From an optimization exercise on the open Yosys and OpenROAD flow, aimed at small area and few clock cycles per item; shortcuts taken in it are not production practice.
Where RTL was checked, it was by simulation tests only, not by an equivalence proof against the original.
Only the layout flow was run in runs 3 and 5; the RTL was not checked for function there.
The clock cells of run 6 come from the design's own scripts or RTL, not from TritonCTS.
No driver is modelled on the clock port, so clock power and skew are understated where the tree is cut down; a real chip needs a root buffer or a tree.
Power and IR drop assume default switching activity.

<file path="flow/run.sh">
#!/bin/bash
# Standard layout, with port buffers of the smallest buffer cell and a
# clock tree of small buffers without dummy loads.
export BUFFER_PORTS_ARGS="-buffer_cell sky130_fd_sc_hd__buf_1"
export CTS_ARGS="-sink_clustering_enable -repair_clock_nets -dont_use_dummy_load -root_buf sky130_fd_sc_hd__clkbuf_4 -buf_list sky130_fd_sc_hd__clkbuf_4 -sink_clustering_size 40 -sink_clustering_max_diameter 300"
bash standard.sh > standard.log 2>&1
</file>
<file path="standard.sh">
#!/bin/bash
# synth_recipe.tcl (not shown) runs the flow's synth.tcl, then flattens the netlist and writes it again
# the make line also repeats each setting of config.mk as NAME=value (left out here)
make -C /OpenROAD-flow-scripts/flow DESIGN_CONFIG=/design/flow/config.mk WORK_HOME=/design/flow/orfs CLKGATE_MAP_FILE= SYNTH_SCRIPT=/design/flow/synth_recipe.tcl "${@:-finish}"
</file>
<file path="design.v">
module sdram #(parameter FREQ = 50000000) (
  input  logic clk,
  input  logic reset,
  input  logic        read,
  input  logic        write,
  input  logic [1:0]  wr_strb,
  input  logic [25:0] addr,   
  output logic        cmd_ready,
  input  logic [15:0] data_write,
  output logic [15:0] data_read,
  output logic        data_read_val,
  output logic        sdram_cs,         
  output logic [1:0]  sdram_bank,       
  output logic [12:0] sdram_addr,       
  output logic        sdram_ras,        
  output logic        sdram_cas,        
  output logic        sdram_we,         
  input  logic [15:0] sdram_data_in,    
  output logic [15:0] sdram_data_out,   
  output logic        sdram_drive_data  
);
  localparam [2:0] CMD_NOP     = 3'b111;
  localparam [2:0] CMD_ACTIVE  = 3'b011;
  localparam [2:0] CMD_READ    = 3'b101;
  localparam [2:0] CMD_WRITE   = 3'b100;
  localparam [2:0] CMD_PRECHG  = 3'b010;
  localparam [2:0] CMD_AUTOREF = 3'b001;
  localparam [2:0] CMD_MRS     = 3'b000;
  localparam [12:0] MODE = 13'h0223;
  logic        h_chip;
  logic [1:0]  h_bank;
  logic [12:0] h_row;
  logic [9:0]  h_col;
  assign {h_chip, h_bank, h_row, h_col} = addr;
  localparam [13:0] TMR0 = 14'd6818;    
  logic [13:0] tmr;
  logic        init_done;
  logic        ob_v;
  logic [2:0]  ob_bank;     
  logic [12:0] ob_row;
  logic [1:0]  a_cnt;
  logic [1:0]  rd_sh;       
  logic win, seq_cmd;
  assign win = (tmr[13:9] == 5'd0) & tmr[8] & tmr[7] & tmr[5] & tmr[4];
  assign seq_cmd = win & ~tmr[3] & (tmr[2] ^ tmr[1]);
  logic req, hit, do_rd, do_wr, do_pre, do_act, host_ok;
  assign req = read | write;
  assign host_ok = req & init_done & ~win;
  assign hit = ob_v & (ob_bank == {h_chip, h_bank}) & (ob_row == h_row);
  assign do_rd  = host_ok & hit & read & a_cnt[1];
  assign do_wr  = host_ok & hit & write & a_cnt[1] & (rd_sh == 2'b00);
  assign do_pre = host_ok & ~hit & ob_v & (a_cnt == 2'd3);
  assign do_act = host_ok & ~ob_v & ~((a_cnt == 2'd2) & (ob_bank == {h_chip, h_bank}));
  assign cmd_ready = do_rd | do_wr;
  logic [2:0] cmd;
  assign {sdram_ras, sdram_cas, sdram_we} = cmd;
  always_comb begin
    cmd = CMD_NOP;
    if (seq_cmd)
      cmd = ~tmr[2] ? CMD_PRECHG : init_done ? CMD_AUTOREF : CMD_MRS;
    else if (do_pre)
      cmd = CMD_PRECHG;
    else if (do_act)
      cmd = CMD_ACTIVE;
    else if (do_rd)
      cmd = CMD_READ;
    else if (do_wr)
      cmd = CMD_WRITE;
    if (win) begin
      sdram_cs = ~tmr[0];
      sdram_bank = 2'b00;
      sdram_addr = {2'b00, ~tmr[2], MODE[9:0]};    
    end else if (ob_v) begin
      {sdram_cs, sdram_bank} = ob_bank;
      sdram_addr = {wr_strb & {2{write}}, 1'b0, h_col};
    end else begin
      {sdram_cs, sdram_bank} = {h_chip, h_bank};
      sdram_addr = h_row;
    end
  end
  assign sdram_drive_data = do_wr;
  assign sdram_data_out = data_write;
  assign data_read = sdram_data_in;
  assign data_read_val = rd_sh[1];
  always_ff @(posedge clk) begin
    if (reset) begin
      tmr <= TMR0;
      init_done <= 1'b0;
      ob_v <= 1'b0;
      a_cnt <= 2'd3;
      rd_sh <= 2'b00;
    end else begin
      rd_sh <= {rd_sh[0], do_rd};
      if (win & tmr[3]) begin
        tmr <= '0;
        init_done <= 1'b1;
      end else
        tmr <= tmr + 14'd1;
      if (seq_cmd || do_pre)
        ob_v <= 1'b0;
      else if (do_act)
        ob_v <= 1'b1;
      if (do_act)
        a_cnt <= 2'd1;
      else if (do_pre)
        a_cnt <= 2'd2;
      else if (a_cnt != 2'd3)
        a_cnt <= a_cnt + 2'd1;
    end
    if (!ob_v) begin
      ob_bank <= {h_chip, h_bank};
      ob_row <= h_row;
    end
  end
endmodule
</file>
<file path="config.mk">
export PLATFORM = sky130hd
export DESIGN_NAME = sdram
export DESIGN_NICKNAME = sdram
export VERILOG_FILES = /design/flow/design.v
export SDC_FILE = /design/flow/constraint.sdc
export NUM_CORES = 4
export LEC_CHECK = 0
export CAP_MARGIN = 20
export CORE_MARGIN = 2
export CORE_UTILIZATION = 40
export SLEW_MARGIN = 20
</file>
<file path="constraint.sdc">
create_clock -name core_clock -period 20.0 [get_ports {clk}]
set_input_delay 4.0000 -clock core_clock [delete_from_list [all_inputs] [get_ports {clk}]]
set_output_delay 4.0000 -clock core_clock [all_outputs]
set_load 0.01 [all_outputs]
</file>
==> impl_results.md, run 1 <==
* Status: no timing/DRC/antenna violations
* Top sig layer: met4
* Synth top area cells: dfxtp_1 (22%), edfxtp_1 (18%), buf_4 (12%)
* DR WL met2 at 1.79 mm
* CP cell instances: buf_1 -> inv_1 -> a222oi_1 -> nor4b_1 -> nand3_1 -> a21o_1 -> a21oi_1 -> buf_1
* Die Height at 77.0 um
* Crit-path max cell delay at 0.49 ns
* Worst path bufs/invs at 3
* Post-synth cell types at 48
* Hold Crit Start: rd_sh[0]$_SDFF_PP0_
* Unrepaired setup endpoints after global routing: false
* CTS tree: done
* R2r startpoint: tmr[8]$_SDFF_PP0_
* Synth Warn # at 1
* Clock Tree Root: clkbuf_4
* Largest net degree at the start of global routing at 21
* Seq pwr share at 0.603
* Net Sw Power at 0.0369 mW
* Sw Ratio at 0.264
* Critical path capture point type: primary output
* Core area at 0.00514 mm2
* Post-DP HPWL at 3.11 mm
* Met1 WL at 2.10 mm
* Top cell by count, worst path: buf_1
* Die Width at 77.0 um
* Top-count cell post-synth: buf_4
* Drt pass-1 iters at 4
* DR WL met3 at 246 um
* Setup TNS at 0 ns
* Startpoint types: input pin
* Sink Count at 36
* Antenna cells at 0
* Most common flop cell mapped by yosys: dfxtp_1
* Synth Instances at 224
* Yosys reg bits at 36
* CTS hold repair buffers at 0
* Clock Power Share at 0.240
* Pwr dens at 63.7 mW/mm2
* Leakage at 0.808 nW
* Critical path's top delay family: simple AND/OR/NAND/NOR gates
* Fraction of layout cells with a size suffix above 1 at 0.0813
* Clock Path Buffers at 2
* Pint at 0.103 mW
* PostCTS Resize Cnt at 0
* Gr usage total at 0.147
* Detail Route Antenna Nets at 0
* Slew headroom at 0.441
* Min Clock Period, post-route at 9.67 ns
* First-pass GRT wire length at 6.91 mm
* Max-slew violation count at 0
* Sequential-to-total area share from yosys stat at 0.399
* Setup bufs post-CTS at 0
* Post-layout util at 0.426
* Max Cap Violations at 0
* Hold crit path type: flip-flop to flip-flop
* WHS at 0.469 ns
* Avg WL per Cell at 13.3 um
* Synth cell count leaders: buf_4 (33), dfxtp_1 (23), nor2_1 (20), nand2_1 (19), xor2_1 (15)
* Via density per instance at 4.90
* I/O pins at 118
* I/O Buffers at 53
* Arr. time, crit path at 5.67 ns
* Slowest CP cell: nor4b_1
* Max Fclk at 0.103 GHz
* Remaining Overflow, GRT at 0
* WP data required at 16.00 ns
* GP Congestion at 0.791
* Post-synth top area share at 0.216
* DRT iter0 DRCs at 114
* Worst VDD drop at 0.0000451 V
* Final Hold Viols at 0
* Syn_nets at 292
* CTS Buf Count at 5
* Area leader, netlist: dfxtp_1
* # H-tree levels at 2
* Synth Area per Inst at 9.51 um2
* Pre-CTS setup slack at 10.30 ns
* Nets at 316
* Via count at 1548
* Clk Latency, worst-skew pair at 0.34 ns
* Vias in the first global route at 1456
* Post-synth EDFFs at 13
* Comb pwr share at 0.157
* Initial antenna violation count at 0
* Reg clk slew, reported paths at 0.09 ns
* Die Area at 0.00593 mm2
* Final setup vio count at 0
* Cell Area, Synth at 0.00213 mm2
* Setup ws final at 10.33 ns
* Post-route clock period utilization at 0.484
* Setup Skew at 0.0178 ns
* Drt drc at 0
* Setup CP Type: input pin to primary output
* Measured slew at the worst slew-check pin at 0.833 ns
* Initial Util at 0.415
* CP Max Fanout at 3
* Synth async-reset ratio at 0
* Area grow syn2layout at 2.82%
* Critical Path Start: addr[11]
* Final WL at 4.19 mm
* Cell Rows at 26
==> stage by stage <==
| step | power [mW] | cell area [um2] | cells |
|---|---|---|---|
| 3_5_place_dp | 0.108 | 2150 | 311 |
| 3_3_place_gp | 0.107 | 2150 | 311 |
| 4_1_cts | 0.141 | 2190 | 316 |
| 5_1_grt | 0.149 | 2190 | 316 |
| 2_1_floorplan | 0.106 | 2130 | 224 |
| 6_report | 0.140 | 2190 | 316 |
==> final cells by class <==
| cell class | instances | area (um2) |
|---|---|---|
| Fill cell | 526 | 2950 |
| Tap cell | 70 | 87.6 |
| Inverter | 7 | 26.3 |
| Timing Repair Buffer | 54 | 206 |
| Clock buffer | 5 | 37.5 |
| Multi-Input combinational cell | 144 | 982 |
| Sequential cell | 36 | 851 |
==> worst paths after layout <==
| check | endpoint | slack, ns | cells past startpoint |
|---|---|---|---|
| worst max-delay path | sdram_ras | 10.33 | 8 |
| worst min-delay path | rd_sh[1]$_SDFF_PP0_ | 0.47 | 1 |
| worst max register to register | tmr[2]$_SDFF_PP0_ | 17.77 | 5 |
| worst min register to register | rd_sh[1]$_SDFF_PP0_ | 0.47 | 1 |
==> metal layers <==
layer  track usage  vias to the layer above
met5             0                        -
met4        0.0661                        0
met3        0.0447                        8
met2         0.226                       47
met1         0.189                      699
li1              -                      794
==> layout by cell type, fill, tap and decap left out, drive strengths merged, types with 8 or more instances in the layout <==
| master | synthesis | layout |
|---|---|---|
| mux2i | 8 | 8 |
| o21ai | 8 | 8 |
| nand2 | 19 | 19 |
| xnor2 | 8 | 8 |
| nand3 | 10 | 10 |
| xor2 | 15 | 15 |
| nor2 | 20 | 20 |
| buf | 36 | 54 |
| dfxtp | 23 | 23 |
| a21oi | 10 | 10 |
| edfxtp | 13 | 13 |
==> sequential cells by signal (all words and copies together), names as in the netlist <==
| register | flops |
|---|---|
| a_cnt | 2 |
| init_done | 1 |
| ob_bank | 3 |
| ob_row | 13 |
| ob_v | 1 |
| rd_sh | 2 |
| tmr | 14 |
==> power by group through the flow <==
stage / clock [mW] / combinational, mW / sequential [mW]
after floorplan: 0 / 0.0220 / 0.0845
after global placement: 0 / 0.0215 / 0.0858
after detailed placement: 0 / 0.0220 / 0.0858
after CTS: 0.0351 / 0.0222 / 0.0841
after global routing: 0.0387 / 0.0253 / 0.0849
final: 0.0335 / 0.0220 / 0.0842
==> kinds of logic after synthesis <==
family / share of synthesized area
muxes: 0.0534
and+or+nand+nor: 0.205
xor gates and xnor gates: 0.0945
AOI/OAI and AO/OA: 0.0846
buffers and inverters: 0.140
DFF: 0.399
adders and majority gates: 0.0235
Testbench counts, summed over its fixed seeds: cycles 41,391, items 24,000.
==> run 2: changes to the inputs <==
==> flow/run.sh (replaced) <==
#!/bin/bash
export BUFFER_PORTS_ARGS="-buffer_cell sky130_fd_sc_hd__buf_1"
export CTS_ARGS="-sink_clustering_enable -repair_clock_nets -dont_use_dummy_load -root_buf sky130_fd_sc_hd__clkbuf_8 -buf_list sky130_fd_sc_hd__clkbuf_8 -sink_clustering_size 100 -sink_clustering_max_diameter 500 -sink_clustering_levels 1"
bash standard.sh > standard.log 2>&1
==> run 2 against run 1 <==
Sequential power is essentially flat. Register-to-register slack improved by 0.02 ns. Clock power is 35% higher. Maximum frequency rose by 0.24%. Critical endpoint is now sdram_we. Largest power group unchanged. Final cell count is the same.
==> impl_results.md, run 2 <==
* Status: no timing/DRC/antenna violations
* Syn_nets at 292
* WP data required at 16.00 ns
* Biggest register: tmr
* Biggest regs: tmr (14), ob_row (13), ob_bank (3)
* Clk Latency, worst-skew pair at 0.29 ns
* Arr. time, crit path at 5.65 ns
* Max-slew violation count at 0
* Avg WL per Cell at 13.3 um
* Post-synth top area share at 0.216
* Setup ws final at 10.35 ns
* Core area at 0.00514 mm2
* Unrepaired setup endpoints after global routing: false
* Synth top area cells: dfxtp_1 (22%), edfxtp_1 (18%), buf_4 (12%)
* Min Clock Period, post-route at 9.65 ns
* Cell Rows at 26
* Setup CP Type: input pin to primary output
* Synth cell count leaders: buf_4 (33), dfxtp_1 (23), nor2_1 (20), nand2_1 (19), xor2_1 (15)
* Die Area at 0.00593 mm2
* Gr usage total at 0.148
* Clock Tree Root: clkbuf_8
* Largest net degree at the start of global routing at 21
* PostCTS Resize Cnt at 0
* Die Width at 77.0 um
* Comb pwr share at 0.145
* Clock Power Share at 0.299
* DRT iter0 DRCs at 104
* CTS Buf Count at 5
* Post-synth EDFFs at 13
* Yosys reg bits at 36
* Fraction of layout cells with a size suffix above 1 at 0.0813
* First-pass GRT wire length at 6.95 mm
* Antenna cells at 0
* Final Hold Viols at 0
* CTS tree: done
* Setup bufs post-CTS at 0
* CTS hold repair buffers at 0
* Synth Warn # at 1
* Startpoint types: input pin
* Crit-path max cell delay at 0.48 ns
* Drt drc at 0
* Multi-input logic area at 982 um2
* Reg area at 851 um2
* Setup TNS at 0 ns
* Hold crit path type: flip-flop to flip-flop
* Sw Ratio at 0.250
* Measured slew at the worst slew-check pin at 0.837 ns
* Final setup vio count at 0
* Drt pass-1 iters at 5
* Max FFs per register at 14
* Commonest non-fill, non-tap cell in the layout: buf_1
* Max Cap Violations at 0
* Reg clk slew, reported paths at 0.06 ns
* Die Height at 77.0 um
* Net Sw Power at 0.0379 mW
* Initial Util at 0.415
* Fillcell total at 530
* Synth Instances at 224
* Via density per instance at 4.92
* Slowest CP cell: nor4b_1
* Pre-CTS setup slack at 10.30 ns
* Slew headroom at 0.438
* Post-synth cell types at 48
* Leakage at 0.821 nW
* Post-DP HPWL at 3.11 mm
* Synth async-reset ratio at 0
* Top-count cell post-synth: buf_4
* Synth Area per Inst at 9.51 um2
* Area grow syn2layout at 4.29%
* CP Max Fanout at 3
* Via count at 1555
* Max Fclk at 0.104 GHz
* I/O pins at 118
* Nets at 316
* Vias in the first global route at 1445
* Pwr dens at 68.2 mW/mm2
* Sink Count at 36
* Detail Route Antenna Nets at 0
* Most frequent cells in the layout: buf_1 (53), dfxtp_1 (23), nor2_1 (20)
* Initial antenna violation count at 0
* Critical path capture point type: primary output
* CP cell instances: buf_1 -> inv_1 -> a222oi_1 -> nor4b_1 -> nand3_1 -> a21o_1 -> o21ai_1 -> buf_1
* Sequential-to-total area share from yosys stat at 0.399
* Worst VDD drop at 0.0000421 V
* Top cell by count, worst path: buf_1
* GP Congestion at 0.791
* Seq pwr share at 0.556
* Post-route clock period utilization at 0.482
* Pint at 0.114 mW
* Final WL at 4.20 mm
* Clock Path Buffers at 2
* Area leader, netlist: dfxtp_1
* Setup Skew at 0.0101 ns
* Cell Area, Synth at 0.00213 mm2
* # H-tree levels at 2
* I/O Buffers at 53
* Most common flop cell mapped by yosys: dfxtp_1
* Remaining Overflow, GRT at 0
-- run 2: cell counts after synthesis --
No cell type changed its count.
-- run 2: cell families (layout without fill, tap and decap cells) --
kind of cell | after synthesis | in the layout | synth area share
buffers and inverters | 44 | 66 | 0.140
AOI/OAI and AO/OA | 28 | 28 | 0.0846
xor gates and xnor gates | 23 | 23 | 0.0945
muxes | 11 | 11 | 0.0534
and+or+nand+nor | 78 | 78 | 0.205
DFF | 36 | 36 | 0.399
adders and majority gates | 4 | 4 | 0.0235
-- run 2: layout make-up --
type	count	share of cell area
clock buffers	5	0.0310
inverters	7	0.0118
multi-input cells	144	0.442
flip-flops and latches	36	0.383
well taps	70	0.0394
repair buffers	54	0.0929
-- run 2: final timing paths --
kind | depth (start not counted) | startpoint | slack [ns] | end
max | 8 | addr[11] | 10.35 | sdram_we
min | 1 | rd_sh[0]$_SDFF_PP0_ | 0.46 | rd_sh[1]$_SDFF_PP0_
max reg2reg | 5 | tmr[8]$_SDFF_PP0_ | 17.79 | tmr[2]$_SDFF_PP0_
min reg2reg | 1 | rd_sh[0]$_SDFF_PP0_ | 0.46 | rd_sh[1]$_SDFF_PP0_
-- run 2: critical path, delay by kind of cell --
family / cells / cell delay [ns]
and+or+nand+nor: 2 / 0.65
AOI/OAI and AO/OA: 3 / 0.67
buffers and inverters: 3 / 0.33
-- run 2: stage by stage --
stage	cell area (um2)	util	power (mW)	hold WS [ns]	instances
global route	2220	0.432	0.161	0.482	316
detailed placement	2150	0.419	0.108	0.458	311
floorplan	2130	-	0.106	0.437	224
global placement	2150	0.419	0.107	0.460	311
CTS	2220	0.432	0.154	0.469	316
finish	2220	0.432	0.151	0.464	316
-- run 2: routing by layer --
metal  global-route usage  vias to the layer above  share of wire
li1                     -                      790              -
met2                0.222                       49           0.42
met3               0.0553                       11          0.068
met5                    0                        -              0
met4               0.0607                        0          0.016
met1                0.193                      705           0.50
-- run 2: power groups by stage --
| stage | Sequential, mW | Clock, mW | Combinational, mW |
|---|---|---|---|
| after floorplan | 0.0845 | 0 | 0.0220 |
| after global placement | 0.0858 | 0 | 0.0215 |
| after CTS | 0.0842 | 0.0474 | 0.0222 |
| after detailed placement | 0.0858 | 0 | 0.0220 |
| final | 0.0843 | 0.0452 | 0.0220 |
| after global routing | 0.0849 | 0.0510 | 0.0254 |
==> run 3: changes to the inputs <==
--- a/design.v
+++ b/design.v
@@ -34,7 +34,6 @@
   assign {h_chip, h_bank, h_row, h_col} = addr;
   localparam [13:0] TMR0 = 14'd6818;    
   logic [13:0] tmr;
-  logic        init_done;
   logic        ob_v;
   logic [2:0]  ob_bank;     
   logic [12:0] ob_row;
@@ -45,19 +44,20 @@
   assign seq_cmd = win & ~tmr[3] & (tmr[2] ^ tmr[1]);
   logic req, hit, do_rd, do_wr, do_pre, do_act, host_ok;
   assign req = read | write;
-  assign host_ok = req & init_done & ~win;
+  assign host_ok = req & ~win;
   assign hit = ob_v & (ob_bank == {h_chip, h_bank}) & (ob_row == h_row);
   assign do_rd  = host_ok & hit & read & a_cnt[1];
   assign do_wr  = host_ok & hit & write & a_cnt[1] & (rd_sh == 2'b00);
   assign do_pre = host_ok & ~hit & ob_v & (a_cnt == 2'd3);
-  assign do_act = host_ok & ~ob_v & ~((a_cnt == 2'd2) & (ob_bank == {h_chip, h_bank}));
+  assign do_act = host_ok & ~ob_v & (a_cnt != 2'd0) &
+                  ~((a_cnt == 2'd2) & (ob_bank == {h_chip, h_bank}));
   assign cmd_ready = do_rd | do_wr;
   logic [2:0] cmd;
   assign {sdram_ras, sdram_cas, sdram_we} = cmd;
   always_comb begin
     cmd = CMD_NOP;
     if (seq_cmd)
-      cmd = ~tmr[2] ? CMD_PRECHG : init_done ? CMD_AUTOREF : CMD_MRS;
+      cmd = ~tmr[2] ? CMD_PRECHG : (a_cnt != 2'd0) ? CMD_AUTOREF : CMD_MRS;
     else if (do_pre)
       cmd = CMD_PRECHG;
     else if (do_act)
@@ -85,16 +85,14 @@
   always_ff @(posedge clk) begin
     if (reset) begin
       tmr <= TMR0;
-      init_done <= 1'b0;
       ob_v <= 1'b0;
-      a_cnt <= 2'd3;
+      a_cnt <= 2'd0;
       rd_sh <= 2'b00;
     end else begin
       rd_sh <= {rd_sh[0], do_rd};
-      if (win & tmr[3]) begin
+      if (win & tmr[3])
         tmr <= '0;
-        init_done <= 1'b1;
-      end else
+      else
         tmr <= tmr + 14'd1;
       if (seq_cmd || do_pre)
         ob_v <= 1'b0;
@@ -104,6 +102,8 @@
         a_cnt <= 2'd1;
       else if (do_pre)
         a_cnt <= 2'd2;
+      else if (a_cnt == 2'd0)
+        a_cnt <= {2{win & tmr[3]}};
       else if (a_cnt != 2'd3)
         a_cnt <= a_cnt + 2'd1;
     end
==> flow/run.sh (replaced) <==
#!/bin/bash
# Standard layout, with port buffers of the smallest buffer cell and a
# clock tree of small buffers without dummy loads.
export BUFFER_PORTS_ARGS="-buffer_cell sky130_fd_sc_hd__buf_1"
export CTS_ARGS="-sink_clustering_enable -repair_clock_nets -dont_use_dummy_load -root_buf sky130_fd_sc_hd__clkbuf_4 -buf_list sky130_fd_sc_hd__clkbuf_4 -sink_clustering_size 40 -sink_clustering_max_diameter 300"
bash standard.sh > standard.log 2>&1
==> run 3 against run 2 <==
Largest cell class unchanged. Flip-flop and latch count decreased by 1. Final cell count increased by 2.5%. Still clean. Synthesized cell count increased by 4.0%. Largest power group unchanged. Clock skew increased by 0.0057 ns. Setup slack got worse by 0.073 ns. Global-route usage increased by 0.070 points. Routed wire length increased by 3.4%. Clock-buffer cell count unchanged.
==> impl_results.md, run 3 <==
* Gr usage total at 0.149
* Top-count cell post-synth: buf_4
* Vias in the first global route at 1538
* Commonest non-fill, non-tap cell in the layout: buf_1
* Hold crit path type: flip-flop to flip-flop
* Cell Area, Synth at 0.00215 mm2
* Fraction of layout cells with a size suffix above 1 at 0.0551
* Leakage at 0.787 nW
* CTS tree: done
* Synth top area cells: dfxtp_1 (20%), edfxtp_1 (18%), buf_4 (11%)
* Setup ws final at 10.28 ns
* Reg clk slew, reported paths at 0.10 ns
* Sequential-to-total area share from yosys stat at 0.386
* Clock Path Buffers at 2
* Die Width at 77.3 um
* Largest net degree at the start of global routing at 20
* Unrepaired setup endpoints after global routing: false
* Post-Synth Simple-Gate Area at 0.208
* Detail Route Antenna Nets at 0
* Die Height at 77.3 um
* Final Hold Viols at 0
* Critical Path Start: addr[11]
* WP data required at 16.00 ns
* Remaining Overflow, GRT at 0
* Reg area at 831 um2
* Nets at 325
* Synth cell count leaders: buf_4 (32), nor2_1 (24), nand2_1 (23), dfxtp_1 (22), xnor2_1 (19)
* DRT iter0 DRCs at 41
* Post-route clock period utilization at 0.486
* Via count at 1618
* Max Fclk at 0.103 GHz
* Sink Count at 35
* Slew headroom at 0.386
* Biggest regs: tmr (14), ob_row (13), ob_bank (3)
* Avg WL per Cell at 13.4 um
* Pre-CTS setup slack at 10.27 ns
* XOR/XNOR Fraction of Synth Area at 0.110
* Clock Tree Root: clkbuf_4
* Status: no timing/DRC/antenna violations
* Clk Latency, worst-skew pair at 0.34 ns
* Max Cap Violations at 0
* Cell Rows at 26
* Most common flop cell mapped by yosys: dfxtp_1
* Pwr dens at 92.0 mW/mm2
* Adder-Cell Fraction of Synth Area at 0.0291
* Post-synth top area share at 0.205
* Max FFs per register at 14
* Max-slew violation count at 0
* R2R depth at 5
* Min Clock Period, post-route at 9.72 ns
* Measured slew at the worst slew-check pin at 0.920 ns
* Worst VDD drop at 0.0000380 V
* Drt pass-1 iters at 4
* Synth async-reset ratio at 0
* I/O pins at 118
* Drt drc at 0
* Worst Setup EP: sdram_cas
* First-pass GRT wire length at 7.18 mm
* Synth Instances at 233
* Syn_nets at 302
* Final WL at 4.34 mm
* Multi-input logic area at 0.00104 mm2
* Biggest register: tmr
* Largest family of logic cells by synthesized area: simple AND/OR/NAND/NOR gates
* Setup CP Type: input pin to primary output
* Arr. time, crit path at 5.72 ns
* Synth Area per Inst at 9.23 um2
* Complex-gate fraction of the synthesized area at 0.0728
* Startpoint types: input pin
* Die Area at 0.00598 mm2
* Antenna cells at 0
* Hold Path Depth at 1
* Area leader, netlist: dfxtp_1
* Most frequent cells in the layout: buf_1 (53), nor2_1 (24), nand2_1 (23)
* Setup bufs post-CTS at 0
* Critical path capture point type: primary output
* CTS hold repair buffers at 0
* Synth Warn # at 1
* GP Congestion at 0.738
* R2R setup slack at 17.97 ns
* Setup TNS at 0 ns
* PostCTS Resize Cnt at 0
* Initial Util at 0.418
* Yosys reg bits at 35
* Final setup vio count at 0
* R2r startpoint: tmr[8]$_SDFF_PP0_
* Post-DP HPWL at 3.32 mm
* CTS Buf Count at 5
* Area grow syn2layout at 3.03%
* I/O Buffers at 53
* Core area at 0.00514 mm2
* Post-synth cell types at 39
* Via density per instance at 4.99
* Initial antenna violation count at 0
* Setup Skew at 0.0158 ns
* CP Max Fanout at 4
* Fillcell total at 536
* Mux contribution to synthesized area at 0.0623
* # H-tree levels at 2
* Post-synth EDFFs at 13
* R2r endpoint: tmr[10]$_SDFF_PP0_
[run 3: cell count changes in the layout (fill, tap and decap cells not counted), sizes merged, moves of 4 or more]
cell	previous run	this run
xnor2	8	19
nand2	19	23
nor2	20	24
a21oi	10	6
xor2	15	8
[run 3: area by class of cell]
type / count / share of cell area
Multi-Input combinational cell: 155 / 0.468
Sequential cell: 35 / 0.375
Timing Repair Buffer: 53 / 0.0898
Tap cell: 70 / 0.0395
Clock buffer: 5 / 0.0169
Inverter: 6 / 0.0102
[run 3: logic make-up after synthesis]
group                      after synthesis
DFF                                     35
xor gates and xnor gates                27
and+or+nand+nor                         87
AOI/OAI and AO/OA                       23
adders and majority gates                5
muxes                                   13
buffers and inverters                   43
[run 3: how the worst min path moves through the flow]
stage / from / to / slack [ns]
finish: rd_sh[0]$_SDFF_PP0_ / rd_sh[1]$_SDFF_PP0_ / 0.47
global placement: rd_sh[0]$_SDFF_PP0_ / rd_sh[1]$_SDFF_PP0_ / 0.45
floorplan: tmr[0]$_SDFF_PP0_ / tmr[0]$_SDFF_PP0_ / 0.44
detailed placement: rd_sh[0]$_SDFF_PP0_ / rd_sh[1]$_SDFF_PP0_ / 0.46
global route: rd_sh[0]$_SDFF_PP0_ / rd_sh[1]$_SDFF_PP0_ / 0.51
CTS: rd_sh[0]$_SDFF_PP0_ / rd_sh[1]$_SDFF_PP0_ / 0.48
[run 3: stage by stage]
step	cells	total power, mW	area, um2	utilization	hold WS (ns)
final	324	0.204	2210	0.431	0.472
after global placement	319	0.171	2180	0.424	0.446
after CTS	324	0.206	2210	0.431	0.477
after global routing	324	0.219	2210	0.431	0.510
after floorplan	233	0.159	2150	-	0.437
after detailed placement	319	0.173	2180	0.424	0.462
[run 3: where the power goes]
part           leakage, nW  total, mW  switching (mW)  internal (mW)
logic                0.449     0.0670          0.0355         0.0314
registers            0.315      0.103          0.0144         0.0891
clock network       0.0230     0.0333          0.0216         0.0117
[run 3: per-layer routing]
metal	up-vias	global-route usage	part of all wire
li1	811	-	-
met1	753	0.186	0.45
met2	47	0.250	0.49
met3	7	0.0353	0.053
met4	0	0.0554	0.013
met5	-	0	0
[run 3: worst max-delay path, stage by stage]
cell and delay (ns):
buf_1 0.15, xnor2_1 0.14, nand4_1 0.20, or4b_1 0.52, or3_4 0.41, o21a_1 0.19
buf_1 0.12
==> run 4: changes to the inputs <==
--- a/design.v
+++ b/design.v
@@ -34,6 +34,7 @@
   assign {h_chip, h_bank, h_row, h_col} = addr;
   localparam [13:0] TMR0 = 14'd6818;    
   logic [13:0] tmr;
+  logic        init_done;
   logic        ob_v;
   logic [2:0]  ob_bank;     
   logic [12:0] ob_row;
@@ -44,20 +45,19 @@
   assign seq_cmd = win & ~tmr[3] & (tmr[2] ^ tmr[1]);
   logic req, hit, do_rd, do_wr, do_pre, do_act, host_ok;
   assign req = read | write;
-  assign host_ok = req & ~win;
+  assign host_ok = req & init_done & ~win;
   assign hit = ob_v & (ob_bank == {h_chip, h_bank}) & (ob_row == h_row);
   assign do_rd  = host_ok & hit & read & a_cnt[1];
   assign do_wr  = host_ok & hit & write & a_cnt[1] & (rd_sh == 2'b00);
   assign do_pre = host_ok & ~hit & ob_v & (a_cnt == 2'd3);
-  assign do_act = host_ok & ~ob_v & (a_cnt != 2'd0) &
-                  ~((a_cnt == 2'd2) & (ob_bank == {h_chip, h_bank}));
+  assign do_act = host_ok & ~ob_v & ~((a_cnt == 2'd2) & (ob_bank == {h_chip, h_bank}));
   assign cmd_ready = do_rd | do_wr;
   logic [2:0] cmd;
   assign {sdram_ras, sdram_cas, sdram_we} = cmd;
   always_comb begin
     cmd = CMD_NOP;
     if (seq_cmd)
-      cmd = ~tmr[2] ? CMD_PRECHG : (a_cnt != 2'd0) ? CMD_AUTOREF : CMD_MRS;
+      cmd = ~tmr[2] ? CMD_PRECHG : init_done ? CMD_AUTOREF : CMD_MRS;
     else if (do_pre)
       cmd = CMD_PRECHG;
     else if (do_act)
@@ -85,14 +85,16 @@
   always_ff @(posedge clk) begin
     if (reset) begin
       tmr <= TMR0;
+      init_done <= 1'b0;
       ob_v <= 1'b0;
-      a_cnt <= 2'd0;
+      a_cnt <= 2'd3;
       rd_sh <= 2'b00;
     end else begin
       rd_sh <= {rd_sh[0], do_rd};
-      if (win & tmr[3])
+      if (win & tmr[3]) begin
         tmr <= '0;
-      else
+        init_done <= 1'b1;
+      end else
         tmr <= tmr + 14'd1;
       if (seq_cmd || do_pre)
         ob_v <= 1'b0;
@@ -102,8 +104,6 @@
         a_cnt <= 2'd1;
       else if (do_pre)
         a_cnt <= 2'd2;
-      else if (a_cnt == 2'd0)
-        a_cnt <= {2{win & tmr[3]}};
       else if (a_cnt != 2'd3)
         a_cnt <= a_cnt + 2'd1;
     end
==> flow/run.sh (replaced) <==
#!/bin/bash
# The standard layout (standard.sh) with three changes:
#  - synthesis maps logic with an area-oriented abc script (flow/area.abc),
#    through flow/abc_area.tcl sourced ahead of synth_recipe.tcl;
#  - port buffers use the smallest buffer cell;
#  - the clock tree uses small buffers and no dummy loads.
set -euo pipefail
here=$(pwd)
cat flow/abc_area.tcl synth_recipe.tcl > my_synth.tcl
sed "s#SYNTH_SCRIPT=[^ ]*#SYNTH_SCRIPT=$here/my_synth.tcl#" standard.sh > my_standard.sh
export MY_ABC_SCRIPT=$here/flow/area.abc
export BUFFER_PORTS_ARGS="-buffer_cell sky130_fd_sc_hd__buf_1"
export CTS_ARGS="-sink_clustering_enable -repair_clock_nets -dont_use_dummy_load -root_buf sky130_fd_sc_hd__clkbuf_4 -buf_list sky130_fd_sc_hd__clkbuf_4 -sink_clustering_size 40 -sink_clustering_max_diameter 300"
bash my_standard.sh > standard.log 2>&1
==> flow/abc_area.tcl (new file) <==
# Sourced ahead of the standard flow's synthesis script: the technology mapping call
# (abc) uses the area-oriented script flow/area.abc instead of ORFS's
# speed script.  Everything else, flip-flop mapping included, is unchanged.
proc abc {args} {
  set i [lsearch -exact $args -script]
  if { $i >= 0 } { lset args [expr {$i + 1}] $::env(MY_ABC_SCRIPT) }
  yosys abc {*}$args
}
==> flow/area.abc (new file) <==
strash
ifraig
dc2
dch -f
amap
strash
dch -f
amap
topo
==> run 4 against run 3 <==
Via count is 2.8% higher. Flip-flop and latch count up 1. Worst hold slack is essentially flat. Sequential power shrank about 20%. Area after synthesis decreased by 7.9%. Non-clock buffer count is 2 higher. Clock power down 3%. Core utilization grew 0.68 points. Register-to-register slack got worse by 0.57 ns. Combinational power is 67% lower. Routed wire length fell by 4.4%. Critical endpoint is now sdram_we. Largest power group unchanged.
==> impl_results.md, run 4 <==
* Synth Instances at 236
* Post-route clock period utilization at 0.526
* Cell Area, Synth at 0.00198 mm2
* Critical path capture point type: primary output
* CP Max Fanout at 3
* Avg WL per Cell at 12.5 um
* Post-synth EDFFs at 13
* Arr. time, crit path at 6.52 ns
* Synth async-reset ratio at 0
* Fraction of layout cells with a size suffix above 1 at 0.0303
* Biggest register: tmr
* Max FFs per register at 14
* Worst VDD drop at 0.0000344 V
* Most frequent cells in the layout: buf_1 (53), nor2_1 (37), clkinv_1 (32)
* Largest family of logic cells by synthesized area: compound AO/OA/AOI/OAI gates
* Initial antenna violation count at 0
* DRT iter0 DRCs at 95
* Startpoint types: input pin
* Pwr dens at 66.0 mW/mm2
* Clock Path Buffers at 2
* Die Height at 74.3 um
* Post-synth top area share at 0.233
* Core area at 0.00475 mm2
* Cell Rows at 25
* Synth cell count leaders: nor2_1 (37), buf_4 (32), clkinv_1 (32), dfxtp_1 (23), nand2_1 (19)
* Measured slew at the worst slew-check pin at 0.615 ns
* R2R setup slack at 17.40 ns
* Die Width at 74.3 um
* Area leader, netlist: dfxtp_1
* Post-DP HPWL at 3.17 mm
* Crit. path cell count at 13
* CTS tree: done
* Reg clk slew, reported paths at 0.10 ns
* Complex-gate fraction of the synthesized area at 0.193
* Min Clock Period, post-route at 10.52 ns
* CTS Buf Count at 5
* Max Fclk at 0.0951 GHz
* Placed Cells at 326
* Mux contribution to synthesized area at 0
* Final Cell Area at 0.00208 mm2
* CP cell instances: buf_1 -> clkinv_1 -> a22oi_1 -> o221ai_1 -> a2111o_1 -> or4_1 -> nor3_1 -> nand3_1 -> nor4b_1 -> clkinv_1 -> nor2_1 -> o21ai_0 -> buf_1
* Yosys reg bits at 36
* Via density per instance at 5.02
* Critical path's top delay family: simple AND/OR/NAND/NOR gates
* PostCTS Resize Cnt at 0
* Die Area at 0.00553 mm2
* Sequential-to-total area share from yosys stat at 0.430
* Syn_nets at 304
* Via count at 1663
* Detail Route Antenna Nets at 0
* Total power at 0.137 mW
* # H-tree levels at 2
* GP Congestion at 0.800
* Synth Area per Inst at 8.39 um2
* First-pass GRT wire length at 6.45 mm
* Most common flop cell mapped by yosys: dfxtp_1
* Fillcell total at 522
* Largest net degree at the start of global routing at 32
* Biggest regs: tmr (14), ob_row (13), ob_bank (3)
* Hold crit path type: flip-flop to flip-flop
* Antenna cells at 0
* Area grow syn2layout at 5.12%
* XOR/XNOR Fraction of Synth Area at 0
* Drt pass-1 iters at 4
* Sink Count at 36
* Vias in the first global route at 1504
* Post-synth cell types at 28
* Drt drc at 0
* WHS at 0.472 ns
* Hold Path Depth at 2
* Max-slew violation count at 0
* Clk Latency, worst-skew pair at 0.33 ns
* Adder-Cell Fraction of Synth Area at 0.0253
* Initial Util at 0.416
* I/O Buffers at 53
* Final setup vio count at 0
* Gr usage total at 0.155
* Slew headroom at 0.589
* Unrepaired setup endpoints after global routing: false
* Clock Tree Root: clkbuf_4
* Setup TNS at 0 ns
* Leakage at 0.703 nW
* R2R depth at 8
* Post-Synth Simple-Gate Area at 0.169
* Commonest non-fill, non-tap cell in the layout: buf_1
* WP data required at 16.00 ns
* Remaining Overflow, GRT at 0
* Final WL at 4.15 mm
* Nets at 334
* Status: no timing/DRC/antenna violations
* Setup CP Type: input pin to primary output
* Non-Filler Instances at 331
* Slowest CP cell: or4_1
* Final Hold Viols at 0
* Worst path bufs/invs at 4
* CTS hold repair buffers at 0
* Synth Warn # at 1
* Max Cap Violations at 0
* Setup bufs post-CTS at 0
* Post-DP Area at 0.00204 mm2
* Synth top area cells: dfxtp_1 (23%), edfxtp_1 (20%), buf_4 (12%)
* Setup Skew at 0.0189 ns
* I/O pins at 118
* Crit-path max cell delay at 0.41 ns
* Top-count cell post-synth: nor2_1
run 4: cell types whose count changed after synthesis, sizes merged, moves of 7 or more:
cell / change
a22oi: +8
clkinv: +32
mux2i: -10
nor2: +13
o22ai: +7
xnor2: -19
xor2: -8
run 4: cell families after synthesis:
| logic type | count (synthesis) |
|---|---|
| simple gates | 77 |
| compound gates | 55 |
| buf+inv | 64 |
| fa+ha+maj | 4 |
| flops | 36 |
run 4: final cells by class:
type	count	area, um2	share of cell area
clock buffer	5	37.5	0.0180
inverter	32	120	0.0577
multi-input combinational	136	774	0.372
sequential	36	851	0.409
tap	67	83.8	0.0403
timing repair buffer	55	214	0.103
run 4: worst register-to-register path: stages, from the launching register on:
cell	delay (ns)
dfxtp_1	0.72
clkinv_1	0.18
a21oi_1	0.15
o221ai_1	0.12
or4_1	0.49
nor3_1	0.30
or4_1	0.18
o21ai_0	0.13
a211oi_1	0.24
run 4: report_power, final:
group	internal, mW	switching (mW)	total (mW)
combinational	0.00918	0.0128	0.0220
clock	0.0118	0.0207	0.0324
sequential	0.0799	0.00296	0.0829
run 4: per-stage QoR:
step / util / setup WS [ns]
6_report: 0.438 / 9.48
3_5_place_dp: 0.430 / 9.45
5_1_grt: 0.438 / 9.20
4_1_cts: 0.438 / 9.44
2_1_floorplan: - / 9.63
3_3_place_gp: 0.430 / 9.50
run 4: final timing paths:
check | from | end
hold / removal | tmr[6]$_SDFF_PP0_ | tmr[6]$_SDFF_PP0_
setup / recovery | addr[11] | sdram_we
hold reg to reg | tmr[6]$_SDFF_PP0_ | tmr[6]$_SDFF_PP0_
setup reg to reg | ob_v$_SDFFE_PP0P_ | ob_v$_SDFFE_PP0P_
run 4: metal layers:
metal | vias up | track usage | part of all wire
li1 | 861 | - | -
met1 | 755 | 0.179 | 0.44
met2 | 43 | 0.267 | 0.48
met3 | 4 | 0.0515 | 0.068
met4 | 0 | 0.0575 | 0.0089
met5 | - | 0 | 0
Testbench counts of run 4, summed over its fixed seeds: cycles 41,391, items 24,000.
==> run 5: changes to the inputs <==
--- a/design.v
+++ b/design.v
@@ -32,17 +32,25 @@
   logic [12:0] h_row;
   logic [9:0]  h_col;
   assign {h_chip, h_bank, h_row, h_col} = addr;
-  localparam [13:0] TMR0 = 14'd6818;    
-  logic [13:0] tmr;
+  localparam [8:0] A_TAPS  = 9'b100100011;
+  localparam [8:0] A_RESET = 9'd133;
+  localparam [8:0] A_START = 9'd207;
+  localparam [4:0] B_TAPS  = 5'b10010;
+  localparam [4:0] B_RESET = 5'd15;
+  localparam [4:0] B_INIT  = 5'd1;
+  logic [8:0]  tmr_a;
+  logic [4:0]  tmr_b;
+  logic        win;
   logic        init_done;
   logic        ob_v;
   logic [2:0]  ob_bank;     
   logic [12:0] ob_row;
   logic [1:0]  a_cnt;
   logic [1:0]  rd_sh;       
-  logic win, seq_cmd;
-  assign win = (tmr[13:9] == 5'd0) & tmr[8] & tmr[7] & tmr[5] & tmr[4];
-  assign seq_cmd = win & ~tmr[3] & (tmr[2] ^ tmr[1]);
+  logic win_start, win_end, seq_cmd;
+  assign win_start = (tmr_a == A_START) & (init_done | (tmr_b == B_INIT));
+  assign win_end = tmr_a[0] & tmr_a[3];
+  assign seq_cmd = win & tmr_a[6];
   logic req, hit, do_rd, do_wr, do_pre, do_act, host_ok;
   assign req = read | write;
   assign host_ok = req & init_done & ~win;
@@ -57,7 +65,7 @@
   always_comb begin
     cmd = CMD_NOP;
     if (seq_cmd)
-      cmd = ~tmr[2] ? CMD_PRECHG : init_done ? CMD_AUTOREF : CMD_MRS;
+      cmd = tmr_a[4] ? CMD_PRECHG : init_done ? CMD_AUTOREF : CMD_MRS;
     else if (do_pre)
       cmd = CMD_PRECHG;
     else if (do_act)
@@ -67,9 +75,9 @@
     else if (do_wr)
       cmd = CMD_WRITE;
     if (win) begin
-      sdram_cs = ~tmr[0];
+      sdram_cs = ~tmr_a[0];
       sdram_bank = 2'b00;
-      sdram_addr = {2'b00, ~tmr[2], MODE[9:0]};    
+      sdram_addr = {2'b00, tmr_a[4], MODE[9:0]};    
     end else if (ob_v) begin
       {sdram_cs, sdram_bank} = ob_bank;
       sdram_addr = {wr_strb & {2{write}}, 1'b0, h_col};
@@ -84,18 +92,23 @@
   assign data_read_val = rd_sh[1];
   always_ff @(posedge clk) begin
     if (reset) begin
-      tmr <= TMR0;
+      tmr_a <= A_RESET;
+      tmr_b <= B_RESET;
+      win <= 1'b0;
       init_done <= 1'b0;
       ob_v <= 1'b0;
       a_cnt <= 2'd3;
       rd_sh <= 2'b00;
     end else begin
       rd_sh <= {rd_sh[0], do_rd};
-      if (win & tmr[3]) begin
-        tmr <= '0;
+      tmr_a <= {tmr_a[7:0], ^(tmr_a & A_TAPS)};
+      tmr_b <= {tmr_b[3:0], ^(tmr_b & B_TAPS)};
+      if (win_start)
+        win <= 1'b1;
+      else if (win_end)
+        win <= 1'b0;
+      if (win & win_end)
         init_done <= 1'b1;
-      end else
-        tmr <= tmr + 14'd1;
       if (seq_cmd || do_pre)
         ob_v <= 1'b0;
       else if (do_act)
==> run 5 against run 4 <==
Sequential share of layout area rose by 4.3 points. Flip-flop and latch count rose by 1. Core utilization decreased by 0.14 points. Routed wire length fell by 6.4%. Clock skew increased by 0.0099 ns. Highest routed layer unchanged. Sequential power rose by 4.2%. Register-to-register slack gained 0.25 ns. Area after synthesis fell by 5.8%. Final cell count down 15%. Global-route usage is essentially flat. Setup slack improved by 0.38 ns.
==> impl_results.md, run 5 <==
* CTS hold repair buffers at 0
* Initial Util at 0.422
* Synth cell count leaders: buf_4 (32), clkinv_1 (27), nor2_1 (25), dfxtp_1 (24), edfxtp_1 (13)
* WP data required at 16.00 ns
* Pwr dens at 74.4 mW/mm2
* Most common flop cell mapped by yosys: dfxtp_1
* Remaining Overflow, GRT at 0
* First-pass GRT wire length at 6.28 mm
* Drt drc at 0
* Cell Rows at 24
* I/O pins at 118
* Synth Warn # at 1
* PostCTS Resize Cnt at 0
* Arr. time, crit path at 6.14 ns
* GP Congestion at 0.755
* Total power at 0.143 mW
* CP Max Fanout at 4
* Critical path capture point type: primary output
* Most frequent cells in the layout: buf_1 (53), clkinv_1 (27), nor2_1 (25)
* Clock Tree Root: clkbuf_4
* Die Area at 0.00522 mm2
* CTS Buf Count at 5
* Detail Route Antenna Nets at 0
* Core area at 0.00441 mm2
* Area leader, netlist: dfxtp_1
* Avg WL per Cell at 13.8 um
* I/O Buffers at 53
* XOR/XNOR Fraction of Synth Area at 0.00940
* Sequential-to-total area share from yosys stat at 0.467
* DRT iter0 DRCs at 48
* Post-synth cell types at 34
* Biggest register: ob_row
* Die Height at 72.3 um
* Setup TNS at 0 ns
* Post-Synth Simple-Gate Area at 0.137
* Vias in the first global route at 1332
* Setup bufs post-CTS at 0
* Crit-path max cell delay at 0.40 ns
* Via density per instance at 5.17
* Adder-Cell Fraction of Synth Area at 0.0201
* Post-synth top area share at 0.258
* Complex-gate fraction of the synthesized area at 0.183
* Unrepaired setup endpoints after global routing: false
* Clock Path Buffers at 2
* Antenna cells at 0
* Top cell by count, worst path: buf_1
* Setup CP Type: input pin to primary output
* Slew headroom at 0.425
* Final WL at 3.88 mm
* Synth Area per Inst at 9.14 um2
* Max Cap Violations at 0
* Yosys reg bits at 37
* Reg clk slew, reported paths at 0.09 ns
* Die Width at 72.3 um
* Mux contribution to synthesized area at 0
* Worst VDD drop at 0.0000361 V
* Status: no timing/DRC/antenna violations
* CTS tree: done
* Fraction of layout cells with a size suffix above 1 at 0.0217
* Hold crit path type: flip-flop to flip-flop
* # H-tree levels at 2
* Setup Skew at 0.0289 ns
* CP cell instances: buf_1 -> o22ai_1 -> a221o_1 -> a2111oi_0 -> nand4b_1 -> nand3b_1 -> nor4b_1 -> clkinv_1 -> nor2_1 -> o21ai_0 -> buf_1
* Leakage at 0.662 nW
* Top-count cell post-synth: buf_4
* Nets at 299
* Slowest CP cell: nor4b_1
* Measured slew at the worst slew-check pin at 0.857 ns
* Max FFs per register at 13
* Post-route clock period utilization at 0.507
* Drt pass-1 iters at 4
* Sink Count at 37
* Cell Area, Synth at 0.00186 mm2
* Largest family of logic cells by synthesized area: compound AO/OA/AOI/OAI gates
* Area grow syn2layout at 3.29%
* Final setup vio count at 0
* Min Clock Period, post-route at 10.14 ns
* Post-DP HPWL at 2.82 mm
* Gr usage total at 0.155
* Biggest regs: ob_row (13), tmr_a (9), tmr_b (5)
* Synth Instances at 204
* Commonest non-fill, non-tap cell in the layout: buf_1
* Fillcell total at 470
* Synth top area cells: dfxtp_1 (26%), edfxtp_1 (21%), buf_4 (13%)
* Syn_nets at 271
* Final Hold Viols at 0
* Startpoint types: input pin
* Initial antenna violation count at 0
* Max Fclk at 0.0986 GHz
* Clk Latency, worst-skew pair at 0.34 ns
* Post-synth EDFFs at 13
* Synth async-reset ratio at 0
* Max-slew violation count at 0
* Largest net degree at the start of global routing at 30
* Via count at 1457
==> run 5: final cells by class <==
type,count,area (um2),share of cell area
multi-input cells,108,652,0.339
inverters,27,101,0.0526
repair buffers,53,199,0.103
clock buffers,5,37.5,0.0195
well taps,52,65.1,0.0338
flip-flops and latches,37,871,0.452
==> run 5: final timing paths <==
| check | startpoint | to | slack [ns] | cells past startpoint |
|---|---|---|---|---|
| worst min-delay path | tmr_a[2]$_SDFF_PP1_ | tmr_a[3]$_SDFF_PP0_ | 0.44 | 2 |
| worst max-delay path | addr[20] | sdram_we | 9.86 | 11 |
| worst min register to register | tmr_a[2]$_SDFF_PP1_ | tmr_a[3]$_SDFF_PP0_ | 0.44 | 2 |
| worst max register to register | ob_v$_SDFFE_PP0P_ | ob_bank[1]$_DFF_P_ | 17.65 | 3 |
==> run 5: critical path, delay by kind of cell <==
kind                   cells  cell delay (ns)
AO/OA/AOI/OAI              4             0.73
buffers and inverters      3             0.46
AND/OR/NAND/NOR            4             0.95
==> run 5: logic make-up (layout without fill, tap and decap cells) <==
kind of cell | Yosys count | count (layout)
DFF | 37 | 37
buffers and inverters | 59 | 85
xor gates and xnor gates | 2 | 2
and+or+nand+nor | 54 | 54
AOI/OAI and AO/OA | 49 | 49
adders and majority gates | 3 | 3
==> run 5: layer usage <==
metal,track usage,vias up,wire (um)
met4,0.0566,0,68
li1,-,740,-
met3,0.0569,11,338
met1,0.208,649,1760
met2,0.227,57,1710
met5,0,-,0
==> run 5: metrics by stage <==
| stage | cell area (um2) | hold slack, ns | util | setup WS [ns] | std cells |
|---|---|---|---|---|---|
| after global placement | 1890 | 0.429 | 0.428 | 9.82 | 277 |
| after CTS | 1930 | 0.444 | 0.436 | 9.86 | 282 |
| after floorplan | 1860 | 0.401 | - | 10.0 | 204 |
| after global routing | 1930 | 0.453 | 0.436 | 9.53 | 282 |
| after detailed placement | 1890 | 0.432 | 0.428 | 9.87 | 277 |
| final | 1930 | 0.438 | 0.436 | 9.86 | 282 |
==> run 5: where the power goes <==
group	internal, mW	total [mW]	switching (mW)
clock network	0.0118	0.0339	0.0221
logic	0.00982	0.0231	0.0132
registers	0.0831	0.0864	0.00334
==> run 6: changes to the inputs <==
--- a/design.v
+++ b/design.v
@@ -45,7 +45,8 @@
   logic        ob_v;
   logic [2:0]  ob_bank;     
   logic [12:0] ob_row;
-  logic [1:0]  a_cnt;
+  logic [1:0]  act_sh;      
+  logic        pre_last;    
   logic [1:0]  rd_sh;       
   logic win_start, win_end, seq_cmd;
   assign win_start = (tmr_a == A_START) & (init_done | (tmr_b == B_INIT));
@@ -55,10 +56,10 @@
   assign req = read | write;
   assign host_ok = req & init_done & ~win;
   assign hit = ob_v & (ob_bank == {h_chip, h_bank}) & (ob_row == h_row);
-  assign do_rd  = host_ok & hit & read & a_cnt[1];
-  assign do_wr  = host_ok & hit & write & a_cnt[1] & (rd_sh == 2'b00);
-  assign do_pre = host_ok & ~hit & ob_v & (a_cnt == 2'd3);
-  assign do_act = host_ok & ~ob_v & ~((a_cnt == 2'd2) & (ob_bank == {h_chip, h_bank}));
+  assign do_rd  = host_ok & hit & read & ~act_sh[0];
+  assign do_wr  = host_ok & hit & write & ~act_sh[0] & (rd_sh == 2'b00);
+  assign do_pre = host_ok & ~hit & ob_v & (act_sh == 2'b00);
+  assign do_act = host_ok & ~ob_v & ~(pre_last & (ob_bank == {h_chip, h_bank}));
   assign cmd_ready = do_rd | do_wr;
   logic [2:0] cmd;
   assign {sdram_ras, sdram_cas, sdram_we} = cmd;
@@ -97,7 +98,6 @@
       win <= 1'b0;
       init_done <= 1'b0;
       ob_v <= 1'b0;
-      a_cnt <= 2'd3;
       rd_sh <= 2'b00;
     end else begin
       rd_sh <= {rd_sh[0], do_rd};
@@ -113,13 +113,9 @@
         ob_v <= 1'b0;
       else if (do_act)
         ob_v <= 1'b1;
-      if (do_act)
-        a_cnt <= 2'd1;
-      else if (do_pre)
-        a_cnt <= 2'd2;
-      else if (a_cnt != 2'd3)
-        a_cnt <= a_cnt + 2'd1;
     end
+    act_sh <= {act_sh[0], do_act};
+    pre_last <= do_pre;
     if (!ob_v) begin
       ob_bank <= {h_chip, h_bank};
       ob_row <= h_row;
==> flow/run.sh (replaced) <==
#!/bin/bash
# The standard layout (standard.sh) with three changes:
#  - synthesis maps logic with an area-oriented abc script (flow/area.abc),
#    through flow/abc_area.tcl sourced ahead of synth_recipe.tcl;
#  - port buffers use the smallest buffer cell;
#  - the clock tree is a few equal buffers fed by the clock port, each
#    driving a group of nearby flip-flops (flow/clock_leaves.tcl, run as
#    ORFS's PRE_CTS_TCL hook in place of clock_tree_synthesis).
set -euo pipefail
here=$(pwd)
cat flow/abc_area.tcl synth_recipe.tcl > my_synth.tcl
sed "s#SYNTH_SCRIPT=[^ ]*#SYNTH_SCRIPT=$here/my_synth.tcl#" standard.sh > my_standard.sh
export MY_ABC_SCRIPT=$here/flow/area.abc
export BUFFER_PORTS_ARGS="-buffer_cell sky130_fd_sc_hd__buf_1"
export PRE_CTS_TCL=$here/flow/clock_leaves.tcl
export MY_CLOCK_LEAVES=3
export MY_CLOCK_BUFFER=sky130_fd_sc_hd__buf_6
bash my_standard.sh > standard.log 2>&1
==> flow/clock_leaves.tcl (new file) <==
# Clock tree in place of clock_tree_synthesis (run as ORFS's PRE_CTS_TCL
# hook; clock_tree_synthesis, which cts.tcl calls next, is made a no-op).
# The flip-flops are split into MY_CLOCK_LEAVES groups by position (k-means);
# each group gets one buffer of type MY_CLOCK_BUFFER at its centroid, driving
# its clock pins.  The clock port drives only these few buffers, all alike,
# so every flip-flop sees the same single buffer delay.
proc clock_tree_synthesis {args} {
  puts "clock_tree_synthesis skipped: clock leaves already placed"
}
set k $::env(MY_CLOCK_LEAVES)
set master [[ord::get_db] findMaster $::env(MY_CLOCK_BUFFER)]
set block [ord::get_db_block]
set clknet [$block findNet clk]
set sinks {}
set xs {}
set ys {}
foreach it [$clknet getITerms] {
  set b [[$it getInst] getBBox]
  lappend sinks $it
  lappend xs [expr {([$b xMin] + [$b xMax]) / 2.0}]
  lappend ys [expr {([$b yMin] + [$b yMax]) / 2.0}]
}
set n [llength $sinks]
# initial centres: sinks spread in order of x + y
set order [lsort -real -indices [lmap x $xs y $ys {expr {$x + $y}}]]
set cx {}
set cy {}
for {set c 0} {$c < $k} {incr c} {
  set i [lindex $order [expr {int(($c + 0.5) * $n / $k)}]]
  lappend cx [lindex $xs $i]
  lappend cy [lindex $ys $i]
}
for {set iter 0} {$iter < 50} {incr iter} {
  set asg {}
  for {set i 0} {$i < $n} {incr i} {
    set best 0
    set bd 1e30
    for {set c 0} {$c < $k} {incr c} {
      set d [expr {abs([lindex $xs $i] - [lindex $cx $c]) + abs([lindex $ys $i] - [lindex $cy $c])}]
      if {$d < $bd} { set bd $d; set best $c }
    }
    lappend asg $best
  }
  for {set c 0} {$c < $k} {incr c} {
    set sx 0.0; set sy 0.0; set m 0
    for {set i 0} {$i < $n} {incr i} {
      if {[lindex $asg $i] == $c} {
        set sx [expr {$sx + [lindex $xs $i]}]
        set sy [expr {$sy + [lindex $ys $i]}]
        incr m
      }
    }
    if {$m > 0} {
      lset cx $c [expr {$sx / $m}]
      lset cy $c [expr {$sy / $m}]
    }
  }
}
for {set c 0} {$c < $k} {incr c} {
  set net [odb::dbNet_create $block clknet_leaf_$c]
  $net setSigType CLOCK
  set buf [odb::dbInst_create $block $master clkbuf_leaf_$c]
  [$buf findITerm A] connect $clknet
  [$buf findITerm X] connect $net
  $buf setLocation [expr {int([lindex $cx $c])}] [expr {int([lindex $cy $c])}]
  $buf setPlacementStatus PLACED
  set m 0
  for {set i 0} {$i < $n} {incr i} {
    if {[lindex $asg $i] == $c} {
      set it [lindex $sinks $i]
      $it disconnect
      $it connect $net
      incr m
    }
  }
  puts "clock leaf $c: $::env(MY_CLOCK_BUFFER) drives $m clock pins"
}
==> run 6 against run 5 <==
Still clean on timing, DRC and antenna. Area after synthesis is 1.3% lower. Combinational power is about 40% lower. Routed wire length is 3.8% lower. Global-route usage is 1.3 points lower. Critical path type unchanged. Critical endpoint unchanged. Largest cell class unchanged. Largest power group unchanged.
==> impl_results.md, run 6 <==
* Status: no timing/DRC/antenna violations
* Vias in the first global route at 1311
* Max Cap Violations at 0
* CP cell instances: buf_1 -> clkinv_1 -> a22o_1 -> a2111o_1 -> or4_1 -> nor2_1 -> nand4b_1 -> or2_0 -> nor3_1 -> clkinv_1 -> nor2_1 -> o21ai_0 -> buf_1
* R2R depth at 8
* Synth Area per Inst at 8.93 um2
* WP data required at 16.00 ns
* Seq pwr share at 0.658
* Comb pwr share at 0.106
* Worst path bufs/invs at 4
* I/O Buffers at 53
* Final WL at 3.73 mm
* Multi-input logic area at 607 um2
* Post-synth EDFFs at 13
* R2r endpoint: ob_v$_SDFFE_PP0P_
* CTS hold repair buffers at 0
* Startpoint types: input pin
* Yosys reg bits at 38
* Synth top area cells: dfxtp_1 (27%), edfxtp_1 (21%), buf_4 (13%)
* Crit. path cell count at 13
* Remaining Overflow, GRT at 0
* Setup CP Type: input pin to primary output
* Crit-path max cell delay at 0.40 ns
* Top-count cell post-synth: buf_4
* Slowest CP cell: or4_1
* Nets at 297
* Hold crit path type: flip-flop to flip-flop
* Post-synth top area share at 0.272
* Max FFs per register at 13
* Synth Warn # at 1
* R2R setup slack at 17.61 ns
* Biggest regs: ob_row (13), tmr_a (9), tmr_b (5)
* Worst Setup EP: sdram_we
* Setup TNS at 0 ns
* Final setup vio count at 0
* Synth Instances at 206
* Fillcell total at 458
* Post-route clock period utilization at 0.515
* Most frequent cells in the layout: buf_1 (53), clkinv_1 (27), nor2_1 (25), dfxtp_1 (25)
* Antenna cells at 0
* Non-Filler Instances at 282
* Slew headroom at 0.537
* Cell Rows at 24
* Synth cell count leaders: buf_4 (32), clkinv_1 (27), dfxtp_1 (25), nor2_1 (25)
* Setup bufs post-CTS at 0
* Fraction of layout cells with a size suffix above 1 at 0.0130
* Sequential-to-total area share from yosys stat at 0.484
* Post-synth cell types at 31
* Placed Cells at 279
* Critical path capture point type: primary output
* Core area at 0.00438 mm2
* Drt pass-1 iters at 4
* Critical Path Start: addr[22]
* Max-slew violation count at 0
* Initial Util at 0.420
* Reg clk slew, reported paths at 0.08 ns
* Gr usage total at 0.141
* Max Fclk at 0.0971 GHz
* Cell Area, Synth at 0.00184 mm2
* Clock Power Share at 0.236
* Commonest non-fill, non-tap cell in the layout: buf_1
* Area grow syn2layout at 3.13%
* Initial antenna violation count at 0
* Area leader, netlist: dfxtp_1
* Via count at 1399
* Via density per instance at 4.96
* Net Sw Power at 0.0288 mW
* Die Area at 0.00516 mm2
* Measured slew at the worst slew-check pin at 0.694 ns
* Largest net degree at the start of global routing at 21
* Avg WL per Cell at 13.2 um
* Post-DP HPWL at 2.81 mm
* Most common flop cell mapped by yosys: dfxtp_1
* Leakage at 0.644 nW
* Reg area at 891 um2
* Pint at 0.101 mW
* R2r startpoint: ob_row[12]$_DFFE_PN_
* GP Congestion at 0.775
* DRT iter0 DRCs at 106
* Drt drc at 0
* First-pass GRT wire length at 6.06 mm
* Clk Latency, worst-skew pair at 0.13 ns
* Detail Route Antenna Nets at 0
* Min Clock Period, post-route at 10.29 ns
* Final Hold Viols at 0
* Arr. time, crit path at 6.29 ns
* Critical path's top delay family: simple AND/OR/NAND/NOR gates
* Setup Skew at 0.0205 ns
* Syn_nets at 271
* Sw Ratio at 0.221
* Die Width at 71.8 um
* Worst VDD drop at 0.0000506 V
* Synth async-reset ratio at 0
* Biggest register: ob_row
* Pwr dens at 68.6 mW/mm2
* CP Max Fanout at 3
* I/O pins at 118
* Unrepaired setup endpoints after global routing: false
* Die Height at 71.8 um
* PostCTS Resize Cnt at 0
## run 6: cell count changes after synthesis, sizes merged, moves of 3 or more
cell	delta
o22a	+3
o22ai	-4
a221o	-5
a21oi	+5
## run 6: how the worst min path moves through the flow
stage                                  from                end  slack, ns  cells after the start
after detailed placement  act_sh[0]$_DFF_P_  act_sh[1]$_DFF_P_       0.39                      0
after global placement    act_sh[0]$_DFF_P_  act_sh[1]$_DFF_P_       0.38                      0
after global routing      act_sh[0]$_DFF_P_  act_sh[1]$_DFF_P_       0.42                      0
final                     act_sh[0]$_DFF_P_  act_sh[1]$_DFF_P_       0.40                      0
after floorplan           act_sh[0]$_DFF_P_  act_sh[1]$_DFF_P_       0.36                      0
after CTS                 act_sh[0]$_DFF_P_  act_sh[1]$_DFF_P_       0.39                      0
## run 6: metrics by stage
step | cell area (um2) | util | total power [mW] | setup slack (ns) | hold slack, ns
6_report | 1900 | 0.433 | 0.130 | 9.71 | 0.398
5_1_grt | 1900 | 0.433 | 0.137 | 9.46 | 0.417
4_1_cts | 1900 | 0.433 | 0.125 | 9.71 | 0.387
3_5_place_dp | 1860 | 0.425 | 0.101 | 9.73 | 0.391
3_3_place_gp | 1860 | 0.425 | 0.101 | 9.75 | 0.384
2_1_floorplan | 1840 | - | 0.101 | 9.84 | 0.365
## run 6: cells by family (layout without fill, tap and decap cells)
kind of cell / count (synthesis) / after routing / synth area share
buffers and inverters: 59 / 83 / 0.186
and+or+nand+nor: 62 / 62 / 0.161
adders and majority gates: 1 / 1 / 0.00680
DFF: 38 / 38 / 0.484
AOI/OAI and AO/OA: 46 / 46 / 0.163
## run 6: per-layer routing
layer / routed length (um) / global-route usage / share of wire
met1: 1730 / 0.207 / 0.46
met2: 1720 / 0.230 / 0.46
met3: 217 / 0.0127 / 0.058
met4: 53 / 0.0273 / 0.014
met5: 0 / 0 / 0
## run 6: layout make-up
| cell class | instances | area share |
|---|---|---|
| buffer | 3 | 0.0178 |
| timing repair buffer | 53 | 0.105 |
| inverter | 27 | 0.0534 |
| sequential | 38 | 0.470 |
| tap | 52 | 0.0343 |
| multi-input combinational | 109 | 0.320 |
## run 6: power groups by stage
stage	clock [mW]	combinational [mW]	sequential, mW
after global placement	0	0.0139	0.0873
final	0.0307	0.0138	0.0856
after floorplan	0	0.0145	0.0867
after global routing	0.0354	0.0159	0.0861
after detailed placement	0	0.0139	0.0873
after CTS	0.0233	0.0140	0.0873
Testbench counts of run 6, summed over its fixed seeds: cycles 41,548, items 24,000.

==> re-timing with driven ports <==
Ports are ideal in the flow. The routed layouts listed here were re-timed in OpenROAD. Step 1 (the two cells are an assumption about what drives the block):
set clk [get_ports {clk}]
set_driving_cell -lib_cell sky130_fd_sc_hd__clkbuf_16 $clk
set_driving_cell -lib_cell sky130_fd_sc_hd__buf_2 [delete_from_list [all_inputs] $clk]
Step 2 moves the port delays by t, midway between the first and last clock arrival at a register: inputs arrive t later, outputs are due t later. That takes back most of the time a late clock gives input paths. Three values: no drivers, after step 1, after step 2; two values: the first two.
run	t (ns)	setup WS [ns]	worst hold slack (ns)
run 1	0.357	10.329 / 10.307 / 10.307	0.469 / 0.469 / 0.469
run 2	0.311	10.352 / 10.330 / 10.330	0.464 / 0.464 / 0.464
run 3	0.350	10.279 / 10.257 / 10.257	0.472 / 0.472 / 0.472
run 4	0.341	9.481 / 9.458 / 9.458	0.472 / 0.472 / 0.472
run 5	0.353	9.860 / 9.829 / 9.829	0.438 / 0.438 / 0.438
run 6	0.167	9.705 / 9.678 / 9.678	0.398 / 0.398 / 0.398
After both steps every run listed still meets setup and hold. The setup slack of run 5, which loses most, moves by -0.031 ns with the drivers and by -0.031 ns with both steps.
